This is an optimization exercise on Yosys and OpenROAD, whose aim is small area and a short achievable clock period, not a production implementation. Where RTL was checked, it was by simulation tests only, not by an equivalence proof against the original. Only the layout flow was run in runs 1 and 2; the RTL was not checked for function there.

[design/flow/design.v]
`timescale 1ns / 1ps
module mod (
    input logic clk,
    input logic reset,
    input logic [15:0] samp,
    output logic pull,
    output logic pdata
);
    localparam logic [39:0] TH = 40'h00014CCCCC;
    logic [7:0]  cnt;
    logic [15:0] sv;
    logic [39:2] xb;
    logic [39:8] pb;
    logic [0:0] q;
    logic [5:1] cx, cx_n;
    logic [3:1] cp, cp_n;
    wire [5:0] d0_0 = xb[7:2];
    wire o0 = 1'b0;
    wire [5:0] d1_0 = xb[13:8];
    wire [5:0] d1_1 = xb[13:8] + 6'd1;
    wire [5:0] d1_2 = xb[13:8] + 6'd2;
    wire a1_1 = &xb[13:8];
    wire a2_1 = &xb[13:9];
    wire g1 = a1_1 & cx[1];
    wire p1 = (a1_1 & !cx[1]) | (a2_1 & !xb[8] & cx[1]);
    wire o1 = g1 | (p1 & o0);
    wire [5:0] d2_0 = xb[19:14];
    wire [5:0] d2_1 = xb[19:14] + 6'd1;
    wire [5:0] d2_2 = xb[19:14] + 6'd2;
    wire a1_2 = &xb[19:14];
    wire a2_2 = &xb[19:15];
    wire g2 = a1_2 & cx[2];
    wire p2 = (a1_2 & !cx[2]) | (a2_2 & !xb[14] & cx[2]);
    wire o2 = g2 | (p2 & o1);
    wire [5:0] d3_0 = xb[25:20];
    wire [5:0] d3_1 = xb[25:20] + 6'd1;
    wire [5:0] d3_2 = xb[25:20] + 6'd2;
    wire a1_3 = &xb[25:20];
    wire a2_3 = &xb[25:21];
    wire g3 = a1_3 & cx[3];
    wire p3 = (a1_3 & !cx[3]) | (a2_3 & !xb[20] & cx[3]);
    wire o3 = g3 | (p3 & o2);
    wire [5:0] d4_0 = xb[31:26];
    wire [5:0] d4_1 = xb[31:26] + 6'd1;
    wire [5:0] d4_2 = xb[31:26] + 6'd2;
    wire a1_4 = &xb[31:26];
    wire a2_4 = &xb[31:27];
    wire g4 = a1_4 & cx[4];
    wire p4 = (a1_4 & !cx[4]) | (a2_4 & !xb[26] & cx[4]);
    wire o4 = g4 | (p4 & o3);
    wire [7:0] d5_0 = xb[39:32];
    wire [7:0] d5_1 = xb[39:32] + 8'd1;
    wire [7:0] d5_2 = xb[39:32] + 8'd2;
    wire s395_0 = d5_0[7];
    wire s395_1 = d5_1[7];
    wire s395_2 = d5_2[7];
    wire x39 = (o4 ? (cx[5] ? s395_2 : s395_1) : (cx[5] ? s395_1 : s395_0));
    wire z24_0 = ~|d4_0[5:0];
    wire z24_1 = ~|d4_1[5:0];
    wire z24_2 = ~|d4_2[5:0];
    wire z25_0 = ~|d5_0[6:0];
    wire z25_1 = ~|d5_1[6:0];
    wire z25_2 = ~|d5_2[6:0];
    wire z2 = (o3 ? (cx[4] ? z24_2 : z24_1) : (cx[4] ? z24_1 : z24_0)) & (o4 ? (cx[5] ? z25_2 : z25_1) : (cx[5] ? z25_1 : z25_0));
    wire z253_0 = ~|d3_0[5:5];
    wire z253_1 = ~|d3_1[5:5];
    wire z253_2 = ~|d3_2[5:5];
    wire z25 = (o2 ? (cx[3] ? z253_2 : z253_1) : (cx[3] ? z253_1 : z253_0));
    wire z1 = z2 & z25;
    wire thge0_0 = d0_0[5:0] >= 6'd51;
    wire thgt1_0 = d1_0[5:0] > 6'd12;
    wire theq1_0 = d1_0[5:0] == 6'd12;
    wire thgt1_1 = d1_1[5:0] > 6'd12;
    wire theq1_1 = d1_1[5:0] == 6'd12;
    wire thgt1_2 = d1_2[5:0] > 6'd12;
    wire theq1_2 = d1_2[5:0] == 6'd12;
    wire thgt2_0 = d2_0[5:0] > 6'd51;
    wire theq2_0 = d2_0[5:0] == 6'd51;
    wire thgt2_1 = d2_1[5:0] > 6'd51;
    wire theq2_1 = d2_1[5:0] == 6'd51;
    wire thgt2_2 = d2_2[5:0] > 6'd51;
    wire theq2_2 = d2_2[5:0] == 6'd51;
    wire thgt3_0 = d3_0[4:0] > 5'd20;
    wire theq3_0 = d3_0[4:0] == 5'd20;
    wire thgt3_1 = d3_1[4:0] > 5'd20;
    wire theq3_1 = d3_1[4:0] == 5'd20;
    wire thgt3_2 = d3_2[4:0] > 5'd20;
    wire theq3_2 = d3_2[4:0] == 5'd20;
    wire th = ((o2 ? (cx[3] ? thgt3_2 : thgt3_1) : (cx[3] ? thgt3_1 : thgt3_0)) | ((o2 ? (cx[3] ? theq3_2 : theq3_1) : (cx[3] ? theq3_1 : theq3_0)) & ((o1 ? (cx[2] ? thgt2_2 : thgt2_1) : (cx[2] ? thgt2_1 : thgt2_0)) | ((o1 ? (cx[2] ? theq2_2 : theq2_1) : (cx[2] ? theq2_1 : theq2_0)) & ((o0 ? (cx[1] ? thgt1_2 : thgt1_1) : (cx[1] ? thgt1_1 : thgt1_0)) | ((o0 ? (cx[1] ? theq1_2 : theq1_1) : (cx[1] ? theq1_1 : theq1_0)) & thge0_0))))));
    wire ttge0_0 = d0_0[5:0] >= 6'd38;
    wire ttgt1_0 = d1_0[5:0] > 6'd25;
    wire tteq1_0 = d1_0[5:0] == 6'd25;
    wire ttgt1_1 = d1_1[5:0] > 6'd25;
    wire tteq1_1 = d1_1[5:0] == 6'd25;
    wire ttgt1_2 = d1_2[5:0] > 6'd25;
    wire tteq1_2 = d1_2[5:0] == 6'd25;
    wire ttgt2_0 = d2_0[5:0] > 6'd38;
    wire tteq2_0 = d2_0[5:0] == 6'd38;
    wire ttgt2_1 = d2_1[5:0] > 6'd38;
    wire tteq2_1 = d2_1[5:0] == 6'd38;
    wire ttgt2_2 = d2_2[5:0] > 6'd38;
    wire tteq2_2 = d2_2[5:0] == 6'd38;
    wire ttgt3_0 = d3_0[5:0] > 6'd41;
    wire tteq3_0 = d3_0[5:0] == 6'd41;
    wire ttgt3_1 = d3_1[5:0] > 6'd41;
    wire tteq3_1 = d3_1[5:0] == 6'd41;
    wire ttgt3_2 = d3_2[5:0] > 6'd41;
    wire tteq3_2 = d3_2[5:0] == 6'd41;
    wire tt = ((o2 ? (cx[3] ? ttgt3_2 : ttgt3_1) : (cx[3] ? ttgt3_1 : ttgt3_0)) | ((o2 ? (cx[3] ? tteq3_2 : tteq3_1) : (cx[3] ? tteq3_1 : tteq3_0)) & ((o1 ? (cx[2] ? ttgt2_2 : ttgt2_1) : (cx[2] ? ttgt2_1 : ttgt2_0)) | ((o1 ? (cx[2] ? tteq2_2 : tteq2_1) : (cx[2] ? tteq2_1 : tteq2_0)) & ((o0 ? (cx[1] ? ttgt1_2 : ttgt1_1) : (cx[1] ? ttgt1_1 : ttgt1_0)) | ((o0 ? (cx[1] ? tteq1_2 : tteq1_1) : (cx[1] ? tteq1_1 : tteq1_0)) & ttge0_0))))));
    wire c0 = !x39 & (!z1 | th);
    wire c1 = (x39 | !z2 | tt) & (!x39 | (z1 & !th));
    wire s1 = xb[8] ^ pb[8] ^ q[0];
    wire c2 = (xb[8] & pb[8]) | (xb[8] & q[0]) | (pb[8] & q[0]);
    wire s3 = xb[9] ^ pb[9] ^ q[0];
    wire c4 = (xb[9] & pb[9]) | (xb[9] & q[0]) | (pb[9] & q[0]);
    wire s5 = xb[10] ^ pb[10];
    wire c6 = xb[10] & pb[10];
    wire s7 = xb[11] ^ pb[11];
    wire c8 = xb[11] & pb[11];
    wire s9 = xb[12] ^ pb[12] ^ q[0];
    wire c10 = (xb[12] & pb[12]) | (xb[12] & q[0]) | (pb[12] & q[0]);
    wire s11 = xb[13] ^ pb[13] ^ q[0];
    wire c12 = (xb[13] & pb[13]) | (xb[13] & q[0]) | (pb[13] & q[0]);
    wire s13 = xb[14] ^ pb[14] ^ cp[1];
    wire c14 = (xb[14] & pb[14]) | (xb[14] & cp[1]) | (pb[14] & cp[1]);
    wire s15 = xb[15] ^ pb[15];
    wire c16 = xb[15] & pb[15];
    wire s17 = xb[16] ^ pb[16] ^ q[0];
    wire c18 = (xb[16] & pb[16]) | (xb[16] & q[0]) | (pb[16] & q[0]);
    wire s19 = xb[17] ^ pb[17] ^ q[0];
    wire c20 = (xb[17] & pb[17]) | (xb[17] & q[0]) | (pb[17] & q[0]);
    wire s21 = xb[18] ^ pb[18];
    wire c22 = xb[18] & pb[18];
    wire s23 = xb[19] ^ pb[19] ^ cp[2];
    wire c24 = (xb[19] & pb[19]) | (xb[19] & cp[2]) | (pb[19] & cp[2]);
    wire s25 = xb[20] ^ pb[20] ^ q[0];
    wire c26 = (xb[20] & pb[20]) | (xb[20] & q[0]) | (pb[20] & q[0]);
    wire s27 = xb[21] ^ pb[21] ^ q[0];
    wire c28 = (xb[21] & pb[21]) | (xb[21] & q[0]) | (pb[21] & q[0]);
    wire s29 = xb[22] ^ pb[22];
    wire c30 = xb[22] & pb[22];
    wire s31 = xb[23] ^ pb[23] ^ q[0];
    wire c32 = (xb[23] & pb[23]) | (xb[23] & q[0]) | (pb[23] & q[0]);
    wire s33 = xb[24] ^ pb[24] ^ q[0];
    wire c34 = (xb[24] & pb[24]) | (xb[24] & q[0]) | (pb[24] & q[0]);
    wire s35 = xb[25] ^ pb[25] ^ cp[3];
    wire c36 = (xb[25] & pb[25]) | (xb[25] & cp[3]) | (pb[25] & cp[3]);
    wire s37 = xb[26] ^ pb[26] ^ q[0];
    wire c38 = (xb[26] & pb[26]) | (xb[26] & q[0]) | (pb[26] & q[0]);
    wire s39 = xb[27] ^ pb[27] ^ q[0];
    wire c40 = (xb[27] & pb[27]) | (xb[27] & q[0]) | (pb[27] & q[0]);
    wire s41 = xb[28] ^ pb[28] ^ q[0];
    wire c42 = (xb[28] & pb[28]) | (xb[28] & q[0]) | (pb[28] & q[0]);
    wire s43 = xb[29] ^ pb[29] ^ q[0];
    wire c44 = (xb[29] & pb[29]) | (xb[29] & q[0]) | (pb[29] & q[0]);
    wire s45 = xb[30] ^ pb[30] ^ q[0];
    wire c46 = (xb[30] & pb[30]) | (xb[30] & q[0]) | (pb[30] & q[0]);
    wire s47 = xb[31] ^ pb[31] ^ q[0];
    wire c48 = (xb[31] & pb[31]) | (xb[31] & q[0]) | (pb[31] & q[0]);
    wire s49 = xb[32] ^ pb[32] ^ q[0];
    wire c50 = (xb[32] & pb[32]) | (xb[32] & q[0]) | (pb[32] & q[0]);
    wire s51 = xb[33] ^ pb[33] ^ q[0];
    wire c52 = (xb[33] & pb[33]) | (xb[33] & q[0]) | (pb[33] & q[0]);
    wire s53 = xb[34] ^ pb[34] ^ q[0];
    wire c54 = (xb[34] & pb[34]) | (xb[34] & q[0]) | (pb[34] & q[0]);
    wire s55 = xb[35] ^ pb[35] ^ q[0];
    wire c56 = (xb[35] & pb[35]) | (xb[35] & q[0]) | (pb[35] & q[0]);
    wire s57 = xb[36] ^ pb[36] ^ q[0];
    wire c58 = (xb[36] & pb[36]) | (xb[36] & q[0]) | (pb[36] & q[0]);
    wire s59 = xb[37] ^ pb[37] ^ q[0];
    wire c60 = (xb[37] & pb[37]) | (xb[37] & q[0]) | (pb[37] & q[0]);
    wire s61 = xb[38] ^ pb[38] ^ q[0];
    wire c62 = (xb[38] & pb[38]) | (xb[38] & q[0]) | (pb[38] & q[0]);
    wire s63 = xb[39] ^ pb[39] ^ q[0];
    wire c64 = (xb[39] & pb[39]) | (xb[39] & q[0]) | (pb[39] & q[0]);
    wire [6:0] xs65 = {1'b0, xb[7], xb[6], xb[5], xb[4], xb[3], xb[2]} + {1'b0, 1'b0, 1'b0, q[0], q[0], 1'b0, q[0]} + 7'(1'b0);
    assign cx_n[1] = xs65[6];
    wire [6:0] xs66 = {1'b0, s11, s9, s7, s5, s3, s1} + {1'b0, c10, c8, c6, c4, c2, 1'b0} + 7'(cx[1]);
    assign cx_n[2] = xs66[6];
    wire [6:0] xs67 = {1'b0, s23, s21, s19, s17, s15, s13} + {1'b0, c22, c20, c18, c16, c14, c12} + 7'(cx[2]);
    assign cx_n[3] = xs67[6];
    wire [6:0] xs68 = {1'b0, s35, s33, s31, s29, s27, s25} + {1'b0, c34, c32, c30, c28, c26, c24} + 7'(cx[3]);
    assign cx_n[4] = xs68[6];
    wire [6:0] xs69 = {1'b0, s47, s45, s43, s41, s39, s37} + {1'b0, c46, c44, c42, c40, c38, c36} + 7'(cx[4]);
    assign cx_n[5] = xs69[6];
    wire [8:0] xs70 = {1'b0, s63, s61, s59, s57, s55, s53, s51, s49} + {1'b0, c62, c60, c58, c56, c54, c52, c50, c48} + 9'(cx[5]);
    wire [6:0] ps71 = {1'b0, pb[13], pb[12], pb[11], pb[10], pb[9], pb[8]} + {1'b0, sv[5], sv[4], sv[3], sv[2], sv[1], sv[0]} + 7'(1'b0);
    assign cp_n[1] = ps71[6];
    wire [5:0] ps72 = {1'b0, pb[18], pb[17], pb[16], pb[15], pb[14]} + {1'b0, sv[10], sv[9], sv[8], sv[7], sv[6]} + 6'(cp[1]);
    assign cp_n[2] = ps72[5];
    wire [6:0] ps73 = {1'b0, pb[24], pb[23], pb[22], pb[21], pb[20], pb[19]} + {1'b0, q[0], sv[15], sv[14], sv[13], sv[12], sv[11]} + 7'(cp[2]);
    assign cp_n[3] = ps73[6];
    wire [15:0] ps74 = {1'b0, pb[39], pb[38], pb[37], pb[36], pb[35], pb[34], pb[33], pb[32], pb[31], pb[30], pb[29], pb[28], pb[27], pb[26], pb[25]} + {1'b0, q[0], q[0], q[0], q[0], q[0], q[0], q[0], q[0], q[0], q[0], q[0], q[0], q[0], q[0], q[0]} + 16'(cp[3]);
    wire [39:2] xb_n = {xs70[7], xs70[6], xs70[5], xs70[4], xs70[3], xs70[2], xs70[1], xs70[0], xs69[5], xs69[4], xs69[3], xs69[2], xs69[1], xs69[0], xs68[5], xs68[4], xs68[3], xs68[2], xs68[1], xs68[0], xs67[5], xs67[4], xs67[3], xs67[2], xs67[1], xs67[0], xs66[5], xs66[4], xs66[3], xs66[2], xs66[1], xs66[0], xs65[5], xs65[4], xs65[3], xs65[2], xs65[1], xs65[0]};
    wire [39:8] pb_n = {ps74[14], ps74[13], ps74[12], ps74[11], ps74[10], ps74[9], ps74[8], ps74[7], ps74[6], ps74[5], ps74[4], ps74[3], ps74[2], ps74[1], ps74[0], ps73[5], ps73[4], ps73[3], ps73[2], ps73[1], ps73[0], ps72[4], ps72[3], ps72[2], ps72[1], ps72[0], ps71[5], ps71[4], ps71[3], ps71[2], ps71[1], ps71[0]};
    always_ff @(posedge clk or posedge reset) begin
        if (reset) begin
            cnt <= 8'hFF;
            sv  <= '0;
            xb  <= '0;
            pb  <= '0;
            q   <= '0;
            cx  <= '0;
            cp  <= '0;
        end else begin
            cnt <= cnt + 8'd1;
            if (cnt == 8'hFF) sv <= samp;
            xb  <= xb_n;
            pb  <= pb_n;
            cx  <= cx_n;
            cp  <= cp_n;
            q[0] <= q[0] ? c1 : c0;
        end
    end
    assign pull  = (cnt == 8'hFF);
    assign pdata = q[0];
endmodule
[design/flow/run.sh]
#!/bin/bash
# synth_recipe.tcl (not shown) runs the flow's synth.tcl, then flattens the netlist and writes it again
# the make line also repeats each setting of config.mk as NAME=value (left out here)
make -C /OpenROAD-flow-scripts/flow DESIGN_CONFIG=/design/flow/config.mk WORK_HOME=/design/flow/orfs CLKGATE_MAP_FILE= SYNTH_SCRIPT=/design/flow/synth_recipe.tcl finish
[design/flow/config.mk]
export PLATFORM = sky130hd
export DESIGN_NAME = mod
export DESIGN_NICKNAME = mod
export VERILOG_FILES = /design/flow/design.v
export SDC_FILE = /design/flow/constraint.sdc
export NUM_CORES = 4
export LEC_CHECK = 0
export CAP_MARGIN = 20
export CORE_MARGIN = 2
export CORE_UTILIZATION = 40
export SETUP_SLACK_MARGIN = 2.5
export SLEW_MARGIN = 20
[design/flow/constraint.sdc]
create_clock -name core_clock -period 5.2 [get_ports {clk}]
set_input_delay 1.0400 -clock core_clock [delete_from_list [all_inputs] [get_ports {clk}]]
set_output_delay 1.0400 -clock core_clock [all_outputs]
set_load 0.01 [all_outputs]
==> impl_metrics.py, run 1 <==
metrics = {
    "yosys": {
        "ys_warn_count": 1,
        "yosys-mux-area-fraction": 0.0246,
        "ys_seq_area_frac": 0.339,
        "synthSimpleGateAreaFrac": 0.123,
        "synth_cell_types": 73,
        "syn_nets": 875,
        "syn_area_um2": 7630,
        "synth_compound_area_frac": 0.154,
        "synth-edff-count": 0,
        "synth_fa_ha_area_frac": 0.237,
        "synthFlopType": "dfrtp_1",
        "yosys.area.top_type": "dfrtp_1",
        "netlist.area_leader.share": 0.312,
        "synth_top_family_by_area": "adder cells",
        "synth-xor-area-share": 0.0723,
        "async_flop_share": 1.00,
        "synthTopCellsByArea": "dfrtp_1 31%, ha_1 13%, fa_1 11%",
        "syn_inst": 738,
        "synth_area_per_cell_um2": 10.3,
        "synth_seq_cells": 103,
    },
    "critical_path": {
        "critPathTopFamily": "adder cells",
        "arrival_ns": 2.93,
        "crit_path_frequent_cell": "a21oi_2",
        "crit_chain": "buf_6 -> fa_1 -> fa_2 -> a21o_1 -> a21oi_2 -> o21bai_1 -> a21oi_2 -> nor2b_1 -> o21ai_1 -> nand2b_1 -> xnor2_1",
        "crit_type": "reg2reg",
        "crit_path_start_kind": "flip-flop",
        "slowest_delay_ns": 0.53,
        "reg2reg_from": "q",
        "regToRegEndpoint": "xb[39]",
        "critPathBufInv": 1,
        "crit_slowest_cell": "dfrtp_4",
        "cp-end-kind": "flip-flop",
        "cp.required_ns": 5.44,
        "worst-r2r-setup-slack_ns": 2.51,
        "crit_fanout": 5,
        "reg2regPathDepth": 11,
    },
    "drt": {
        "antenna_left": 0,
        "wl_met3_um": 361,
        "dr.first_iter.drc_count": 301,
        "vias": 5556,
        "met2_length_um": 7370,
        "drc": 0,
        "via_per_inst": 5.45,
        "wl_per_cell_um": 15.4,
        "drt_first_pass_iters": 4,
        "met1_length_um": 7790,
        "routed_wl_um": 15700,
        "topRoutingLayerUsed": "met4",
    },
    "sta": {
        "fin_crit_sh": 0.518,
        "finClkSkew_ns": 0.00968,
        "setup_viol": 0,
        "period_minus_slack_ns": 2.69,
        "worstMarginPinSlew_ns": 0.508,
        "hold_viol": 0,
        "relSlewSlack": 0.661,
        "timing.final.ws_setup_ns": 2.51,
        "fmax_mhz": 372,
        "rsz0062_at_grt": "true",
        "hold-worst-slack_ns": 0.476,
        "fin_setup_tns_ns": 0,
        "final_max_slew_viol_count": 0,
    },
    "cells_and_area": {
        "synthToLayoutAreaGrowth_pct": 15.4,
        "multi_input_area_um2": 4860,
        "seq_area_um2": 2600,
        "drive_above_1_share": 0.174,
        "utilization": 0.471,
        "antenna_cells": 0,
        "nNetsFinal": 918,
        "n_fill_cell": 1698,
        "fin_cells": 1020,
    },
    "place": {
        "pre_cts_ws_ns": 1.87,
        "dp_hpwl_um": 11400,
        "portBuffers": 19,
        "dp.cells": 978,
        "gp_congestion": 0.818,
    },
    "floorplanning": {
        "initial_core_util": 0.408,
        "fp.dieW_um": 142,
        "die_h_um": 142,
        "row_count": 50,
        "core-area_um2": 18700,
        "boundaryPins": 20,
        "die_area_um2": 20200,
    },
    "clocking": {
        "clock_sinks": 103,
        "cts_hold_buf": 0,
        "insertion_delay_ns": 0.37,
        "cts.clk_slew.worst_paths_ns": 0.08,
        "numCtsBuffers": 9,
        "clock-root-buffer": "clkbuf_16",
        "h-tree-depth": 3,
        "cts_tree": "done",
        "cts_buffer_depth": 2,
    },
    "min_path": {
        "worstHoldEndpoint": "cnt[0]",
        "hold_path_class": "reg2reg",
        "worstHoldPathCells": 1,
        "min-delay-start": "cnt[0]",
    },
    "run": {
        "maxCapViolCount": 0,
    },
    "global_routing": {
        "grt_use_total": 0.166,
        "first_global_vias": 5640,
        "grt_max_degree": 46,
        "grt_pass1_wl_um": 27000,
        "grt_remaining_overflow": 0,
        "antenna_found_initial": 0,
    },
    "status": {
        "status": "no timing/DRC/antenna violations",
    },
}
cell usage in the layout, fill, tap and decap left out, types with 26 or more instances in the layout:
cell	netlist	layout
buf_4	1	26
fa_1	42	33
xnor2_1	42	42
a21oi_1	37	27
ha_1	77	72
a21o_1	28	28
inv_1	76	71
nand2_1	30	30
dfrtp_1	95	89
nor2_1	33	32
cell type report:
type	count	share of cell area
inverter	77	0.0337
clock buffer	9	0.0256
tap	234	0.0332
multi-input combinational	542	0.552
timing repair buffer	48	0.0497
sequential	103	0.295
clock inverter	7	0.0111
metal layers:
metal,up-vias,global-route usage
met5,-,0
met4,0,0.0495
met3,14,0.0242
met2,74,0.265
met1,2764,0.234
li1,2704,-
cell usage after synthesis (5+ instances only):
cell	number
a21oi_1	37
nor4_1	8
nand2_1	30
nor2_1	33
and3_1	6
nand3_1	20
dfrtp_1	95
xor2_1	21
inv_1	76
a211oi_1	9
fa_1	42
dfstp_2	8
nand4_1	9
and4_1	5
ha_1	77
mux2_2	14
clkbuf_1	8
a21o_1	28
xnor2_1	42
nand2b_1	8
buf_2	5
nor2b_1	12
o21a_1	5
o211ai_1	6
a31oi_1	6
o21ai_0	26
o21bai_1	7
and2_1	6
nor3_1	11
timing repair:
item / CTS / global route
pin swaps: 4 / 10
buffers inserted: 12 / 12
gates resized for setup: 21 / 18
gates cloned: 1 / 0
setup endpoints to repair: 18 / 13
kinds of logic (layout without fill, tap and decap cells):
kind of cell | after synthesis | in the layout
multiplexers | 17 | 17
adder cells (fa/ha/maj) | 119 | 119
XOR/XNOR | 63 | 63
AND/OR/NAND/NOR | 173 | 174
flip-flops | 103 | 103
AO/OA/AOI/OAI | 169 | 169
buffers and inverters | 94 | 141
worst max path at each step:
stage | startpoint | depth (start not counted) | end
floorplan | q | 12 | pb[39]
global placement | cnt[2] | 4 | pull
detailed placement | cnt[2] | 4 | pull
CTS | cnt[2] | 4 | pull
global route | xb[15] | 9 | q
finish | q | 11 | xb[39]
registers in the layout, indices dropped and copies added, names as in the netlist:
signal	count
cp	3
q	1
pb	32
cx	5
sv	16
xb	38
cnt	8
metrics by stage:
step	area, um^2
2_1_floorplan	7720
3_3_place_gp	8140
3_5_place_dp	8140
4_1_cts	8630
5_1_grt	8810
6_report	8810
==> run 2, diff against run 1 <==
--- a/design/flow/config.mk
+++ b/design/flow/config.mk
@@ -5,6 +5,7 @@
 export SDC_FILE = /design/flow/constraint.sdc
 export NUM_CORES = 4
 export LEC_CHECK = 0
+export ABC_AREA = 1
 export CAP_MARGIN = 20
 export CORE_MARGIN = 2
 export CORE_UTILIZATION = 40
==> run 2 against run 1 <==
Still clean. Hold slack better by 0.0076 ns. Fmax hardly changed. Count of clock-buffer cells in the layout stayed put. Via count is 3.4% higher. Synthesized cell count is 22% higher. Critical endpoint is now pdata. Highest routed layer unchanged.
==> impl_metrics.py, run 2 <==
metrics = {
    "yosys": {
        "ys_warn_count": 1,
        "synthFlopType": "dfrtp_1",
        "synth_area_per_cell_um2": 8.59,
        "synth-edff-count": 0,
        "syn_area_um2": 7740,
        "netlist.area_leader.share": 0.307,
        "yosys.area.top_type": "dfrtp_1",
        "synthTopCellsByArea": "dfrtp_1 31%, ha_1 12%, fa_1 11%",
        "synth_common_cells": "185 x nand2_1, 138 x inv_1, 95 x dfrtp_1",
        "syn_nets": 1038,
        "syn_inst": 901,
        "synth_seq_cells": 103,
        "async_flop_share": 1.00,
        "synth_cell_types": 37,
        "ys_seq_area_frac": 0.334,
        "synth.most_common_cell": "nand2_1",
    },
    "min_path": {
        "hold_path_class": "reg2reg",
        "worstHoldPathCells": 2,
        "worstHoldEndpoint": "sv[13]",
        "min-delay-start": "sv[13]",
    },
    "drt": {
        "routed_wl_um": 14700,
        "drc": 0,
        "dr.first_iter.drc_count": 270,
        "drt_first_pass_iters": 4,
        "vias": 5745,
        "antenna_left": 0,
        "via_per_inst": 4.75,
        "wl_per_cell_um": 12.1,
    },
    "global_routing": {
        "grt_remaining_overflow": 0,
        "first_global_vias": 5743,
        "antenna_found_initial": 0,
        "grt_max_degree": 43,
        "grt_use_total": 0.162,
        "grt_pass1_wl_um": 26700,
    },
    "floorplanning": {
        "initial_core_util": 0.411,
        "boundaryPins": 20,
        "core-area_um2": 18800,
        "fp.dieW_um": 143,
        "die_h_um": 143,
        "row_count": 50,
        "die_area_um2": 20500,
    },
    "cells_and_area": {
        "layout_commonest_cell": "nand2_1",
        "reg_top3": "xb (38), pb (32), sv (16)",
        "nNetsFinal": 1082,
        "antenna_cells": 0,
        "finalInstanceArea_um2": 8760,
        "regMostFlops": "xb",
        "layout_common_cells": "184 x nand2_1, 136 x inv_1, 92 x dfrtp_1, 75 x ha_1, 62 x xor2_1",
        "drive_above_1_share": 0.0884,
        "largest_reg_flops": 38,
        "synthToLayoutAreaGrowth_pct": 13.2,
    },
    "sta": {
        "period_minus_slack_ns": 2.69,
        "final_max_slew_viol_count": 0,
        "fin_crit_sh": 0.518,
        "rsz0062_at_grt": "true",
        "hold_viol": 0,
        "setup_viol": 0,
        "hold-worst-slack_ns": 0.483,
        "worstMarginPinSlew_ns": 0.908,
        "fmax_mhz": 371,
        "relSlewSlack": 0.393,
        "finClkSkew_ns": 0.00837,
        "fin_setup_tns_ns": 0,
    },
    "critical_path": {
        "crit_path_start_kind": "flip-flop",
        "reg2reg_from": "q",
        "arrival_ns": 1.65,
        "crit_type": "reg2out",
        "worst-r2r-setup-slack_ns": 2.59,
        "cp.required_ns": 4.16,
        "reg2regPathDepth": 9,
        "crit_fanout": 15,
        "cp-end-kind": "output port",
        "regToRegEndpoint": "xb[38]",
    },
    "clocking": {
        "cts_buffer_depth": 2,
        "insertion_delay_ns": 0.36,
        "clock-root-buffer": "clkbuf_16",
        "h-tree-depth": 3,
        "cts.clk_slew.worst_paths_ns": 0.07,
        "clock_sinks": 103,
        "numCtsBuffers": 9,
        "cts_tree": "done",
    },
    "place": {
        "portBuffers": 19,
        "gp_congestion": 0.844,
        "dp_hpwl_um": 11300,
        "placed_cell_area_um2": 8270,
    },
    "status": {
        "status": "no timing/DRC/antenna violations",
    },
    "run": {
        "maxCapViolCount": 0,
    },
}
-- run 2: critical path: stages, from the launching register on --
cell             delay (ns)
dfrtp_2                0.43
buf_6                  0.26
clkdlybuf4s50_1        0.59
-- run 2: kinds of logic after synthesis --
family,count (synthesis),share of synthesized area
buffers and inverters,147,0.0753
XOR/XNOR,71,0.0803
adder cells (fa/ha/maj),119,0.233
flip-flops,103,0.334
AND/OR/NAND/NOR,353,0.201
AO/OA/AOI/OAI,108,0.0767
-- run 2: final cells by class --
type / instances / area [um^2]
well taps: 260 / 325
clock inverters: 7 / 63.8
flip-flops and latches: 103 / 2590
repair buffers: 40 / 359
multi-input cells: 651 / 4670
inverters: 140 / 533
fillers: 1790 / 10100
clock buffers: 9 / 225
-- run 2: routing by layer --
layer | global-route usage | share of wire | vias up | wire, um
met5 | 0 | 0 | - | 0
met4 | 0.0578 | 0.017 | 0 | 255
met3 | 0.0164 | 0.021 | 16 | 302
met2 | 0.247 | 0.43 | 64 | 6370
met1 | 0.238 | 0.53 | 2664 | 7730
li1 | - | - | 3001 | -
-- run 2: metrics by stage --
stage	cells	setup slack (ns)	utilization
global route	1210	2.44	0.465
finish	1210	2.51	0.465
global placement	1178	2.40	0.439
detailed placement	1178	2.36	0.439
CTS	1206	2.43	0.461
floorplan	901	1.95	-
-- run 2: what timing repair did --
action                     CTS  global route
resized for setup           12            13
hold buffers                 0             0
pin swaps                    4             7
buffers inserted            12             4
setup endpoints to repair    4             7
-- run 2: worst max-delay path by stage --
stage	startpoint	end	slack (ns)
after global placement	cnt[0]	pull	2.40
final	q	pdata	2.51
after floorplan	q	pb[37]	1.95
after detailed placement	cnt[0]	pull	2.36
after CTS	cnt[1]	pull	2.43
after global routing	q	pdata	2.44
==> run 3, diff against run 2 <==
--- a/design/flow/design.v
+++ b/design/flow/design.v
@@ -14,6 +14,8 @@
     logic [0:0] q;
     logic [5:1] cx, cx_n;
     logic [3:1] cp, cp_n;
+    logic        q_out;     
+    logic        pull_r;    
     wire [5:0] d0_0 = xb[7:2];
     wire o0 = 1'b0;
     wire [5:0] d1_0 = xb[13:8];
@@ -196,22 +198,26 @@
     always_ff @(posedge clk or posedge reset) begin
         if (reset) begin
             cnt <= 8'hFF;
+            pull_r <= 1'b1;
             sv  <= '0;
             xb  <= '0;
             pb  <= '0;
             q   <= '0;
+            q_out <= 1'b0;
             cx  <= '0;
             cp  <= '0;
         end else begin
             cnt <= cnt + 8'd1;
+            pull_r <= (cnt == 8'hFE);
             if (cnt == 8'hFF) sv <= samp;
             xb  <= xb_n;
             pb  <= pb_n;
             cx  <= cx_n;
             cp  <= cp_n;
             q[0] <= q[0] ? c1 : c0;
+            q_out <= q_out ? c1 : c0;
         end
     end
-    assign pull  = (cnt == 8'hFF);
-    assign pdata = q[0];
+    assign pull  = pull_r;
+    assign pdata = q_out;
 endmodule
==> design/flow/flow/run.sh (new file) <==
#!/bin/bash
# The standard layout (the standard.sh), but without Yosys's full-adder
# extraction (ADDER_MAP_FILE empty): ABC then maps the adders itself, into
# faster gates than the fixed sky130 fa/ha cells. Registers are unchanged.
set -euo pipefail
bash standard.sh ADDER_MAP_FILE=  finish > standard_flow.log 2>&1
==> design/flow/standard.sh (new file) <==
#!/bin/bash
# synth_recipe.tcl (not shown) runs the flow's synth.tcl, then flattens the netlist and writes it again
# the make line also repeats each setting of config.mk as NAME=value (left out here)
make -C /OpenROAD-flow-scripts/flow DESIGN_CONFIG=/design/flow/config.mk WORK_HOME=/design/flow/orfs CLKGATE_MAP_FILE= SYNTH_SCRIPT=/design/flow/synth_recipe.tcl "${@:-finish}"
--- a/design/flow/config.mk
+++ b/design/flow/config.mk
@@ -9,5 +9,5 @@
 export CAP_MARGIN = 20
 export CORE_MARGIN = 2
 export CORE_UTILIZATION = 40
-export SETUP_SLACK_MARGIN = 2.5
+export SETUP_SLACK_MARGIN = 3.0
 export SLEW_MARGIN = 20
removed: design/flow/run.sh
==> run 3 against run 2 <==
Still clean on timing, DRC and antenna. Register-to-register slack gained 0.43 ns. Global-route usage rose by 0.73 points. First-iteration DRC count is 36% higher. Routed wire length up 15%. Die area shrank 1.6%. Critical path depth increased by 13. Via count rose by 16%.
==> impl_metrics.py, run 3 <==
metrics = {
    "clocking": {
        "clock-root-buffer": "clkbuf_16",
        "h-tree-depth": 3,
        "cts_hold_buf": 0,
        "cts_tree": "done",
        "clock_sinks": 105,
        "cts.clk_slew.worst_paths_ns": 0.08,
        "numCtsBuffers": 9,
        "insertion_delay_ns": 0.36,
        "cts_buffer_depth": 2,
    },
    "run": {
        "maxCapViolCount": 0,
    },
    "floorplanning": {
        "die_area_um2": 20100,
        "initial_core_util": 0.407,
        "fp.dieW_um": 142,
        "core-area_um2": 18700,
        "boundaryPins": 20,
        "die_h_um": 142,
        "row_count": 50,
    },
    "cells_and_area": {
        "layout_commonest_cell": "nand2_1",
        "layout_common_cells": "318 x nand2_1, 124 x inv_1, 107 x nor2_1, 85 x xor2_1, 81 x dfrtp_1",
        "antenna_cells": 0,
        "finalInstanceArea_um2": 8880,
        "nNetsFinal": 1161,
        "utilization": 0.475,
        "regMostFlops": "xb",
        "largest_reg_flops": 38,
        "synthToLayoutAreaGrowth_pct": 16.7,
        "drive_above_1_share": 0.169,
        "n_fill_cell": 1883,
        "reg_top3": "xb (38), pb (32), sv (16)",
    },
    "yosys": {
        "syn_area_um2": 7610,
        "syn_inst": 1093,
        "synth_common_cells": "340 x nand2_1, 129 x inv_1, 115 x nor2_1",
        "ys_warn_count": 1,
        "synth_cell_types": 48,
        "netlist.area_leader.share": 0.316,
        "synth_seq_cells": 105,
        "ys_seq_area_frac": 0.347,
        "synthFlopType": "dfrtp_1",
        "synth.most_common_cell": "nand2_1",
        "yosys.area.top_type": "dfrtp_1",
        "synth_area_per_cell_um2": 6.96,
        "synthTopCellsByArea": "dfrtp_1 32%, nand2_1 17%, xor2_1 10%",
        "synth-edff-count": 0,
        "syn_nets": 1111,
        "async_flop_share": 1.00,
    },
    "sta": {
        "setup_viol": 0,
        "timing.final.ws_setup_ns": 3.02,
        "relSlewSlack": 0.590,
        "fin_crit_sh": 0.419,
        "fin_setup_tns_ns": 0,
        "hold-worst-slack_ns": 0.488,
        "hold_viol": 0,
        "rsz0062_at_grt": "true",
        "final_max_slew_viol_count": 0,
        "period_minus_slack_ns": 2.18,
        "finClkSkew_ns": 0.00871,
        "worstMarginPinSlew_ns": 0.612,
        "fmax_mhz": 459,
    },
    "critical_path": {
        "crit_slowest_cell": "dfrtp_4",
        "critPathTopFamily": "simple AND/OR/NAND/NOR gates",
        "crit_chain": "buf_12 -> nand2_8 -> inv_4 -> nor2_4 -> nor2_2 -> o21ai_2 -> nand2_2 -> o21ai_4 -> nand2_1 -> nand2_1 -> nand2_1 -> nand2_2 -> nand2_2 -> nand4_1 -> nand2_1",
        "arrival_ns": 2.43,
        "crit_type": "reg2reg",
        "cp.required_ns": 5.46,
        "cp-end-kind": "flip-flop",
        "critPathBufInv": 2,
        "crit_path_frequent_cell": "nand2_1",
        "crit_path_start_kind": "flip-flop",
        "crit_fanout": 7,
        "slowest_delay_ns": 0.54,
    },
    "drt": {
        "routed_wl_um": 16900,
        "wl_per_cell_um": 12.2,
        "drt_first_pass_iters": 5,
        "dr.first_iter.drc_count": 368,
        "drc": 0,
        "via_per_inst": 4.83,
        "vias": 6678,
        "antenna_left": 0,
    },
    "place": {
        "gp_congestion": 0.857,
        "placed_cell_area_um2": 7990,
        "pre_cts_ws_ns": 2.45,
        "dp_hpwl_um": 12000,
        "portBuffers": 19,
    },
    "global_routing": {
        "first_global_vias": 6050,
        "grt_max_degree": 45,
        "grt_use_total": 0.169,
        "grt_pass1_wl_um": 27700,
        "antenna_found_initial": 0,
        "grt_remaining_overflow": 0,
    },
    "min_path": {
        "hold_path_class": "reg2reg",
    },
    "status": {
        "status": "no timing/DRC/antenna violations",
    },
}
-- run 3: changes by cell type after synthesis, moves of 7 or more --
cell     previous run  this run
a21oi_1            47        39
buf_2               1         8
fa_1               42         0
ha_1               77         0
inv_1             138       129
mux2_2              0        16
nand2_1           185       340
nand3_1            59        73
nor2_1             54       115
or2_2               4        18
xnor2_1             9        22
xor2_1             62        87
-- run 3: worst paths after layout --
path | cells past startpoint | to | slack (ns) | from
setup / recovery | 15 | xb[30] | 3.02 | q
hold / removal | 1 | pb[8] | 0.49 | sv[0]
setup reg to reg | 15 | xb[30] | 3.02 | q
hold reg to reg | 1 | pb[8] | 0.49 | sv[0]
max in group asynchronous | 3 | xb[15] | 3.35 | reset
min in group asynchronous | 2 | pb[33] | 1.08 | reset
-- run 3: cells by family (layout without fill, tap and decap cells) --
kind of cell	Yosys count	in the layout	synth area share
AOI/OAI and AO/OA	98	98	0.0741
xor gates and xnor gates	112	112	0.132
adders and majority gates	1	1	0.00131
buffers and inverters	153	208	0.0820
DFF	105	105	0.347
muxes	16	16	0.0237
and+or+nand+nor	608	608	0.340
-- run 3: what timing repair did --
| action | CTS | global route |
|---|---|---|
| hold endpoints to repair | 0 | 0 |
| setup endpoints to repair | 59 | 45 |
| resized for setup | 17 | 78 |
| setup buffers | 3 | 32 |
| gates cloned | 0 | 3 |
| pin swaps | 0 | 20 |
-- run 3: area by class of cell --
| class | instances | area (um^2) | area share |
|---|---|---|---|
| Timing Repair Buffer | 59 | 539 | 0.0607 |
| Sequential cell | 105 | 2660 | 0.299 |
| Inverter | 132 | 536 | 0.0603 |
| Clock inverter | 7 | 67.6 | 0.00761 |
| Multi-Input combinational cell | 835 | 4560 | 0.513 |
| Tap cell | 234 | 293 | 0.0330 |
| Timing Repair inverter | 1 | 5.00 | 0.000563 |
| Clock buffer | 9 | 225 | 0.0254 |
-- run 3: stage by stage --
stage	cells
global route	1382
finish	1382
global placement	1328
CTS	1347
detailed placement	1328
floorplan	1093
-- run 3: metal layers --
metal  vias to the layer above  part of all wire  GRT usage  routed length [um]
li1                       3528                 -          -                   -
met1                      3059              0.50      0.237                8400
met2                        71              0.46      0.271                7830
met3                        20             0.025     0.0273                 415
met4                         0             0.015     0.0479                 255
met5                         -                 0          0                   0
-- run 3: worst reg2reg max path: cells and delay by family (launching register included) --
family	cells	cell delay, ns
buf+inv	2	0.22
flops	1	0.54
compound gates	2	0.43
simple gates	11	0.89
==> run 4, diff against run 3 <==
--- a/design/flow/config.mk
+++ b/design/flow/config.mk
@@ -9,5 +9,6 @@
 export CAP_MARGIN = 20
 export CORE_MARGIN = 2
 export CORE_UTILIZATION = 40
-export SETUP_SLACK_MARGIN = 3.0
+export CTS_BUF_LIST = sky130_fd_sc_hd__clkbuf_8
+export SETUP_SLACK_MARGIN = 2.8
 export SLEW_MARGIN = 20
==> run 4 against run 3 <==
Die area unchanged. Highest routed layer unchanged. Routed wire length decreased by 6.5%. Via count decreased by 3.1%.
==> impl_metrics.py, run 4 <==
metrics = {
    "yosys": {
        "synth_cell_types": 48,
        "syn_area_um2": 7610,
        "syn_nets": 1111,
        "synth_seq_cells": 105,
        "synth.most_common_cell": "nand2_1",
        "netlist.area_leader.share": 0.316,
        "synth_area_per_cell_um2": 6.96,
        "async_flop_share": 1.00,
        "yosys.area.top_type": "dfrtp_1",
        "syn_inst": 1093,
        "synthTopCellsByArea": "dfrtp_1 32%, nand2_1 17%, xor2_1 10%",
        "ys_warn_count": 1,
        "synthFlopType": "dfrtp_1",
        "synth-edff-count": 0,
        "ys_seq_area_frac": 0.347,
        "synth_common_cells": "340 x nand2_1, 129 x inv_1, 115 x nor2_1",
    },
    "cells_and_area": {
        "reg_top3": "xb (38), pb (32), sv (16)",
        "layout_common_cells": "339 x nand2_1, 128 x inv_1, 115 x nor2_1, 87 x xor2_1, 87 x dfrtp_1",
        "layout_commonest_cell": "nand2_1",
        "synthToLayoutAreaGrowth_pct": 8.79,
        "drive_above_1_share": 0.0975,
        "nNetsFinal": 1131,
        "regMostFlops": "xb",
        "antenna_cells": 0,
        "largest_reg_flops": 38,
    },
    "critical_path": {
        "crit_slowest_cell": "dfrtp_4",
        "reg2regPathDepth": 15,
        "crit_fanout": 27,
        "slowest_delay_ns": 0.52,
        "critPathBufInv": 2,
        "reg2reg_from": "q",
        "regToRegEndpoint": "xb[39]",
        "worst-r2r-setup-slack_ns": 2.91,
        "crit_path_frequent_cell": "nand2_1",
        "crit_type": "reg2reg",
        "cp-end-kind": "flip-flop",
        "arrival_ns": 2.57,
        "crit_path_start_kind": "flip-flop",
        "crit_chain": "buf_8 -> inv_8 -> nand2_1 -> nand2_1 -> nor2_1 -> o21bai_2 -> nand2_1 -> o21ai_2 -> nand2_1 -> nand2_2 -> nand2_1 -> nand2_1 -> nand3_1 -> nand3b_1 -> nand2_1",
        "cp.required_ns": 5.48,
        "critPathTopFamily": "simple AND/OR/NAND/NOR gates",
    },
    "floorplanning": {
        "core-area_um2": 18700,
        "row_count": 50,
        "boundaryPins": 20,
        "die_area_um2": 20100,
        "die_h_um": 142,
        "initial_core_util": 0.407,
        "fp.dieW_um": 142,
    },
    "drt": {
        "vias": 6471,
        "dr.first_iter.drc_count": 372,
        "routed_wl_um": 15800,
        "drc": 0,
        "via_per_inst": 4.79,
        "wl_per_cell_um": 11.7,
        "drt_first_pass_iters": 5,
        "antenna_left": 0,
    },
    "min_path": {
        "hold_path_class": "reg2reg",
        "worstHoldEndpoint": "pb[8]",
        "min-delay-start": "sv[0]",
        "worstHoldPathCells": 1,
    },
    "place": {
        "pre_cts_ws_ns": 2.45,
        "portBuffers": 19,
        "gp_congestion": 0.857,
        "dp_hpwl_um": 12000,
    },
    "global_routing": {
        "grt_pass1_wl_um": 27500,
        "first_global_vias": 6042,
        "grt_max_degree": 45,
        "grt_remaining_overflow": 0,
        "grt_use_total": 0.167,
        "antenna_found_initial": 0,
    },
    "clocking": {
        "numCtsBuffers": 9,
        "clock_sinks": 105,
        "cts_tree": "done",
        "h-tree-depth": 3,
        "cts.clk_slew.worst_paths_ns": 0.11,
        "clock-root-buffer": "clkbuf_8",
        "cts_buffer_depth": 2,
        "cts_hold_buf": 0,
        "insertion_delay_ns": 0.39,
    },
    "sta": {
        "period_minus_slack_ns": 2.29,
        "timing.final.ws_setup_ns": 2.91,
        "setup_viol": 0,
        "hold_viol": 0,
        "final_max_slew_viol_count": 0,
        "finClkSkew_ns": 0.0143,
        "fmax_mhz": 437,
        "relSlewSlack": 0.564,
        "rsz0062_at_grt": "true",
        "worstMarginPinSlew_ns": 0.653,
        "fin_crit_sh": 0.440,
        "fin_setup_tns_ns": 0,
    },
    "run": {
        "maxCapViolCount": 0,
    },
    "status": {
        "status": "no timing/DRC/antenna violations",
    },
}
run 4: final cells by class:
| type | instances | area [um^2] |
|---|---|---|
| Sequential cell | 105 | 2650 |
| Clock inverter | 7 | 67.6 |
| Multi-Input combinational cell | 835 | 4360 |
| Tap cell | 234 | 293 |
| Inverter | 132 | 507 |
| Fill cell | 1923 | 10400 |
| Timing Repair Buffer | 30 | 279 |
| Clock buffer | 9 | 124 |
run 4: worst max path at each step:
stage           from     end  slack [ns]  cells past startpoint
3_3_place_gp       q  xb[39]        2.51                     16
4_1_cts            q  xb[39]        2.68                     15
2_1_floorplan  reset   cp[1]        2.91                      1
5_1_grt            q  xb[39]        2.67                     15
3_5_place_dp       q  xb[39]        2.45                     16
6_report           q  xb[39]        2.91                     15
run 4: metal layers:
layer	global-route usage	wire length, um	vias up
met3	0.0195	338	17
li1	-	-	3465
met5	0	0	-
met1	0.234	8130	2916
met2	0.270	7070	73
met4	0.0595	276	0
run 4: repair_timing:
action / 4_1_cts / 5_1_grt
cloned: 0 / 0
endpoints found under the setup margin: 28 / 44
setup buffers: 1 / 7
gates resized for setup: 4 / 14
pin swaps: 0 / 0
run 4: through the flow:
stage	hold slack, ns	std cells	util	instance area [um^2]
after global placement	0.468	1328	0.427	7990
final	0.493	1352	0.443	8280
after CTS	0.499	1345	0.438	8200
after detailed placement	0.470	1328	0.427	7990
after global routing	0.520	1352	0.443	8280
after floorplan	0.452	1093	-	7620
run 4: cells by family (layout without fill, tap and decap cells):
kind of cell               Yosys count  in the layout  share of synthesized area
and+or+nand+nor                    608            608                      0.340
buffers and inverters              153            178                     0.0820
xor gates and xnor gates           112            112                      0.132
DFF                                105            105                      0.347
AOI/OAI and AO/OA                   98             98                     0.0741
muxes                               16             16                     0.0237
adders and majority gates            1              1                    0.00131
run 4: worst register-to-register path, delay by kind of cell, from the launching register on:
| kind | cells | cell delay [ns] |
|---|---|---|
| flops | 1 | 0.52 |
| buf+inv | 2 | 0.36 |
| simple gates | 11 | 0.99 |
| compound gates | 2 | 0.35 |
==> run 5, diff against run 4 <==
--- a/design/flow/config.mk
+++ b/design/flow/config.mk
@@ -9,6 +9,5 @@
 export CAP_MARGIN = 20
 export CORE_MARGIN = 2
 export CORE_UTILIZATION = 40
-export CTS_BUF_LIST = sky130_fd_sc_hd__clkbuf_8
 export SETUP_SLACK_MARGIN = 2.8
 export SLEW_MARGIN = 20
==> run 5 against run 4 <==
Still clean on timing, DRC and antenna. Area after synthesis did not move. Non-clock buffer count shrank 2. Synthesized cell count did not move. Hold slack worse by 0.0055 ns. Flip-flop and latch count unchanged. Routed wire length decreased by 0.47%. Global-route usage up 0.058 points. Count of clock-buffer cells in the layout unchanged. Die area did not move. Critical endpoint is now pdata. Highest routed layer unchanged.
==> impl_metrics.py, run 5 <==
metrics = {
    "drt": {
        "via_per_inst": 4.79,
        "drc": 0,
        "routed_wl_um": 15700,
        "dr.first_iter.drc_count": 344,
        "drt_first_pass_iters": 4,
        "antenna_left": 0,
        "vias": 6472,
        "wl_per_cell_um": 11.7,
    },
    "sta": {
        "relSlewSlack": 0.562,
        "worstMarginPinSlew_ns": 0.656,
        "final_max_slew_viol_count": 0,
        "fin_crit_sh": 0.448,
        "fmax_mhz": 429,
        "hold_viol": 0,
        "rsz0062_at_grt": "true",
        "fin_setup_tns_ns": 0,
        "setup_viol": 0,
        "finClkSkew_ns": 0.00851,
        "period_minus_slack_ns": 2.33,
    },
    "yosys": {
        "synth-xor-area-share": 0.132,
        "syn_area_um2": 7610,
        "synth_area_per_cell_um2": 6.96,
        "synth-edff-count": 0,
        "synth_fa_ha_area_frac": 0.00131,
        "yosys-mux-area-fraction": 0.0237,
        "syn_nets": 1111,
        "synthFlopType": "dfrtp_1",
        "netlist.area_leader.share": 0.316,
        "synth_compound_area_frac": 0.0741,
        "synth_seq_cells": 105,
        "ys_seq_area_frac": 0.347,
        "synthSimpleGateAreaFrac": 0.340,
        "syn_inst": 1093,
        "synth_top_family_by_area": "simple AND/OR/NAND/NOR gates",
        "synth_cell_types": 48,
        "synth_common_cells": "340 x nand2_1, 129 x inv_1, 115 x nor2_1",
        "yosys.area.top_type": "dfrtp_1",
        "async_flop_share": 1.00,
        "synth.most_common_cell": "nand2_1",
        "synthTopCellsByArea": "dfrtp_1 32%, nand2_1 17%, xor2_1 10%",
        "ys_warn_count": 1,
    },
    "floorplanning": {
        "row_count": 50,
        "die_h_um": 142,
        "die_area_um2": 20100,
        "initial_core_util": 0.407,
        "boundaryPins": 20,
        "fp.dieW_um": 142,
        "core-area_um2": 18700,
    },
    "cells_and_area": {
        "synthToLayoutAreaGrowth_pct": 9.81,
        "n_fill_cell": 1909,
        "nNetsFinal": 1129,
        "regMostFlops": "xb",
        "utilization": 0.447,
        "layout_commonest_cell": "nand2_1",
        "reg_top3": "xb (38), pb (32), sv (16)",
        "finalInstanceArea_um2": 8360,
        "antenna_cells": 0,
        "layout_common_cells": "339 x nand2_1, 128 x inv_1, 115 x nor2_1, 88 x dfrtp_1, 87 x xor2_1",
        "largest_reg_flops": 38,
        "drive_above_1_share": 0.0950,
    },
    "critical_path": {
        "worst-r2r-setup-slack_ns": 2.91,
        "cp.depth": 1,
        "crit_slowest_cell": "clkdlybuf4s50_1",
        "regToRegEndpoint": "xb[39]",
        "crit_type": "reg2out",
        "reg2regPathDepth": 15,
        "crit_path_start_kind": "flip-flop",
        "cp-end-kind": "output port",
        "arrival_ns": 1.29,
        "crit_chain": "clkdlybuf4s50_1",
        "cp.required_ns": 4.16,
        "crit_fanout": 3,
        "critPathBufInv": 1,
        "reg2reg_from": "q",
        "critPathTopFamily": "buffers and inverters",
        "slowest_delay_ns": 0.55,
    },
    "global_routing": {
        "grt_max_degree": 45,
        "antenna_found_initial": 0,
        "first_global_vias": 6027,
        "grt_pass1_wl_um": 27600,
        "grt_remaining_overflow": 0,
        "grt_use_total": 0.168,
    },
    "status": {
        "status": "no timing/DRC/antenna violations",
    },
    "place": {
        "dp_hpwl_um": 12000,
        "placed_cell_area_um2": 7990,
        "portBuffers": 19,
        "gp_congestion": 0.857,
    },
    "clocking": {
        "clock-root-buffer": "clkbuf_16",
        "cts_tree": "done",
        "cts.clk_slew.worst_paths_ns": 0.08,
        "insertion_delay_ns": 0.36,
        "clock_sinks": 105,
        "numCtsBuffers": 9,
        "cts_buffer_depth": 2,
        "h-tree-depth": 3,
    },
    "run": {
        "maxCapViolCount": 0,
    },
    "min_path": {
        "min-delay-start": "cnt[0]",
        "worstHoldEndpoint": "cnt[0]",
        "worstHoldPathCells": 1,
        "hold_path_class": "reg2reg",
    },
}
## run 5: routing by layer
metal / vias up / share of wire / track usage
met5: - / 0 / 0
met4: 0 / 0.014 / 0.0468
met3: 16 / 0.025 / 0.0273
met2: 67 / 0.45 / 0.270
met1: 2917 / 0.51 / 0.235
li1: 3472 / - / -
## run 5: logic make-up (layout without fill, tap and decap cells)
group | Yosys count | in the layout
compound gates | 98 | 98
xor+xnor | 112 | 112
fa+ha+maj | 1 | 1
buf+inv | 153 | 176
flops | 105 | 105
mux | 16 | 16
simple gates | 608 | 608
## run 5: worst max-delay path by stage
stage,startpoint,endpoint,slack (ns)
floorplan,reset,cp[1],2.91
global placement,q,xb[39],2.51
detailed placement,q,xb[39],2.45
CTS,q,xb[39],2.75
global route,q,xb[39],2.68
finish,q_out,pdata,2.87
## run 5: metrics by stage
step                cells  setup slack [ns]  hold slack (ns)
floorplan            1093              2.91            0.452
global placement     1328              2.51            0.468
detailed placement   1328              2.45            0.470
CTS                  1344              2.75            0.489
global route         1350              2.68            0.510
finish               1350              2.87            0.488
## run 5: cell type report
cell class | count | area [um^2] | share of cell area
clock inverter | 7 | 67.6 | 0.00808
sequential | 105 | 2650 | 0.317
timing repair buffer | 28 | 264 | 0.0316
clock buffer | 9 | 225 | 0.0269
multi-input combinational | 835 | 4350 | 0.521
tap | 234 | 293 | 0.0350
inverter | 132 | 507 | 0.0606
## run 5: what timing repair did
item                                    4_1_cts  5_1_grt
endpoints found under the setup margin       27       37
gates resized for setup                       6        9
hold buffers                                  0        0
endpoints found under the hold margin         0        0
setup buffers                                 0        6
==> run 6, diff against run 5 <==
--- a/design/flow/config.mk
+++ b/design/flow/config.mk
@@ -8,6 +8,6 @@
 export ABC_AREA = 1
 export CAP_MARGIN = 20
 export CORE_MARGIN = 2
-export CORE_UTILIZATION = 40
+export CORE_UTILIZATION = 55
 export SETUP_SLACK_MARGIN = 2.8
 export SLEW_MARGIN = 20
==> run 6 against run 5 <==
Count of clock-buffer cells in the layout unchanged. Routed wire length decreased by 2.4%. Synthesized cell count unchanged. Sequential share of layout area increased by 0.15 points.
==> impl_metrics.py, run 6 <==
metrics = {
    "sta": {
        "setup_viol": 0,
        "rsz0062_at_grt": "true",
        "final_max_slew_viol_count": 0,
        "fin_crit_sh": 0.447,
        "hold-worst-slack_ns": 0.488,
        "timing.final.ws_setup_ns": 2.87,
        "fmax_mhz": 430,
        "period_minus_slack_ns": 2.33,
        "worstMarginPinSlew_ns": 0.603,
        "finClkSkew_ns": 0.0117,
        "relSlewSlack": 0.598,
        "hold_viol": 0,
        "fin_setup_tns_ns": 0,
    },
    "clocking": {
        "clock_sinks": 105,
        "cts_tree": "done",
        "numCtsBuffers": 9,
        "cts_buffer_depth": 2,
        "clock-root-buffer": "clkbuf_16",
        "cts.clk_slew.worst_paths_ns": 0.08,
        "cts_hold_buf": 0,
        "h-tree-depth": 3,
        "insertion_delay_ns": 0.36,
    },
    "global_routing": {
        "grt_remaining_overflow": 0,
        "grt_use_met2": 0.366,
        "antenna_found_initial": 0,
        "grt_util_met1": 0.320,
        "busiest_layer": "met2",
        "grt_use_met3": 0.0431,
        "grt_use_total": 0.227,
        "grt_pass1_wl_um": 27100,
        "first_global_vias": 6030,
        "grt_max_degree": 106,
    },
    "yosys": {
        "synth_cell_types": 48,
        "synthTopCellsByArea": "dfrtp_1 32%, nand2_1 17%, xor2_1 10%",
        "netlist.area_leader.share": 0.316,
        "synth-edff-count": 0,
        "synthFlopType": "dfrtp_1",
        "async_flop_share": 1.00,
        "syn_nets": 1111,
        "synth.most_common_cell": "nand2_1",
        "synth_seq_cells": 105,
        "syn_inst": 1093,
        "synth_common_cells": "340 x nand2_1, 129 x inv_1, 115 x nor2_1",
        "synth_area_per_cell_um2": 6.96,
        "yosys.area.top_type": "dfrtp_1",
        "ys_seq_area_frac": 0.347,
        "syn_area_um2": 7610,
        "ys_warn_count": 1,
    },
    "floorplanning": {
        "boundaryPins": 20,
        "row_count": 42,
        "initial_core_util": 0.568,
        "die_h_um": 122,
        "fp.dieW_um": 122,
        "core-area_um2": 13400,
        "die_area_um2": 14800,
    },
    "critical_path": {
        "crit_type": "reg2out",
        "crit_slowest_cell": "clkdlybuf4s50_1",
        "crit_path_start_kind": "flip-flop",
        "crit_chain": "clkdlybuf4s50_1",
        "cp.required_ns": 4.16,
        "arrival_ns": 1.29,
        "critPathBufInv": 1,
        "critPathTopFamily": "buffers and inverters",
        "crit_fanout": 2,
        "worst-r2r-setup-slack_ns": 2.97,
        "slowest_delay_ns": 0.55,
        "cp-end-kind": "output port",
    },
    "cells_and_area": {
        "layout_commonest_cell": "nand2_1",
        "n_fill_cell": 1292,
        "synthToLayoutAreaGrowth_pct": 8.99,
        "layout_common_cells": "338 x nand2_1, 128 x inv_1, 112 x nor2_1, 94 x dfrtp_1, 87 x xor2_1",
        "reg_top3": "xb (38), pb (32), sv (16)",
        "finalInstanceArea_um2": 8300,
        "nNetsFinal": 1125,
        "drive_above_1_share": 0.0917,
        "antenna_cells": 0,
        "regMostFlops": "xb",
        "largest_reg_flops": 38,
    },
    "place": {
        "dp_hpwl_um": 11500,
        "placed_cell_area_um2": 7930,
        "gp_congestion": 0.885,
        "portBuffers": 19,
        "pre_cts_ws_ns": 2.58,
    },
    "drt": {
        "dr.first_iter.drc_count": 414,
        "vias": 6485,
        "routed_wl_um": 15400,
        "via_per_inst": 5.03,
        "drt_first_pass_iters": 5,
        "drc": 0,
        "wl_per_cell_um": 11.9,
        "antenna_left": 0,
    },
    "run": {
        "maxCapViolCount": 0,
    },
    "min_path": {
        "hold_path_class": "reg2reg",
    },
    "status": {
        "status": "no timing/DRC/antenna violations",
    },
}
run 6: area by class of cell:
cell class | instances | area, um^2 | share of cell area
clock inverter | 7 | 78.8 | 0.00950
inverter | 132 | 504 | 0.0608
clock buffer | 9 | 225 | 0.0271
tap | 176 | 220 | 0.0265
timing repair buffer | 24 | 250 | 0.0302
sequential | 105 | 2640 | 0.319
multi-input combinational | 835 | 4370 | 0.527
run 6: worst paths after layout:
kind                           to  cells past startpoint  startpoint
min                        cnt[0]                      1      cnt[0]
max reg2reg                xb[38]                     10           q
min reg2reg                cnt[0]                      1      cnt[0]
min in group asynchronous   sv[0]                      3       reset
max                         pdata                      1       q_out
max in group asynchronous  xb[11]                      3       reset
run 6: layer usage:
| metal | wire (um) | share of wire |
|---|---|---|
| met1 | 7930 | 0.52 |
| met2 | 6900 | 0.45 |
| met3 | 393 | 0.026 |
| met4 | 134 | 0.0087 |
| met5 | 0 | 0 |
run 6: repair_timing:
item / CTS / global route
buffers inserted: 0 / 3
endpoints found under the setup margin: 31 / 18
resized for setup: 5 / 10
pin swaps: 0 / 1
run 6: kinds of logic (layout without fill, tap and decap cells):
group,after synthesis,after routing,share of synthesized area
adder cells (fa/ha/maj),1,1,0.00131
flip-flops,105,105,0.347
AO/OA/AOI/OAI,98,98,0.0741
multiplexers,16,16,0.0237
buffers and inverters,153,172,0.0820
AND/OR/NAND/NOR,608,608,0.340
XOR/XNOR,112,112,0.132
run 6: per-stage QoR:
| stage | std cells | utilization |
|---|---|---|
| 3_3_place_gp | 1269 | 0.592 |
| 4_1_cts | 1285 | 0.615 |
| 2_1_floorplan | 1093 | - |
| 6_report | 1288 | 0.619 |
| 3_5_place_dp | 1269 | 0.592 |
| 5_1_grt | 1288 | 0.619 |

[static timing again, ports no longer ideal]
Ports are ideal in the flow. The routed layouts listed here were re-timed in OpenROAD. Step 1, drivers: a clkbuf_16 drives clk and a buf_2 each remaining input, both assumed. Step 2 times the ports against the registers' clock, not the clock port: input delays grow and output delays shrink by t, the midpoint of the rising clock arrivals with the driver on. Three values: ideal ports, drivers, drivers and shift; two values: the first two.
run | t, ns | setup WS [ns] | worst setup path at the end | latest minus earliest clock arrival (ns) | pins driven straight from the clock port
run 1 | 0.398 | 2.509 / 2.509 / 2.509 | register to register | 0.011 / 0.011 | 1
run 2 | 0.392 | 2.506 / 2.468 / 2.593 | register to register | 0.011 / 0.010 | 1
run 3 | 0.403 | 3.022 / 3.009 / 2.970 | input, reset recovery | 0.013 / 0.012 | 1
run 4 | 0.425 | 2.913 / 2.913 / 2.687 | input, reset recovery | 0.016 / 0.016 | 1
run 5 | 0.399 | 2.870 / 2.827 / 2.710 | input, reset recovery | 0.010 / 0.010 | 1
run 6 | 0.397 | 2.875 / 2.834 / 2.974 | register to register | 0.015 / 0.015 | 1
After both steps every run listed still meets setup and hold. The setup slack of run 4, which loses most, moves by 0.000 ns with the drivers and by -0.226 ns with both steps. The worst setup slack also covers recovery checks on asynchronous resets.
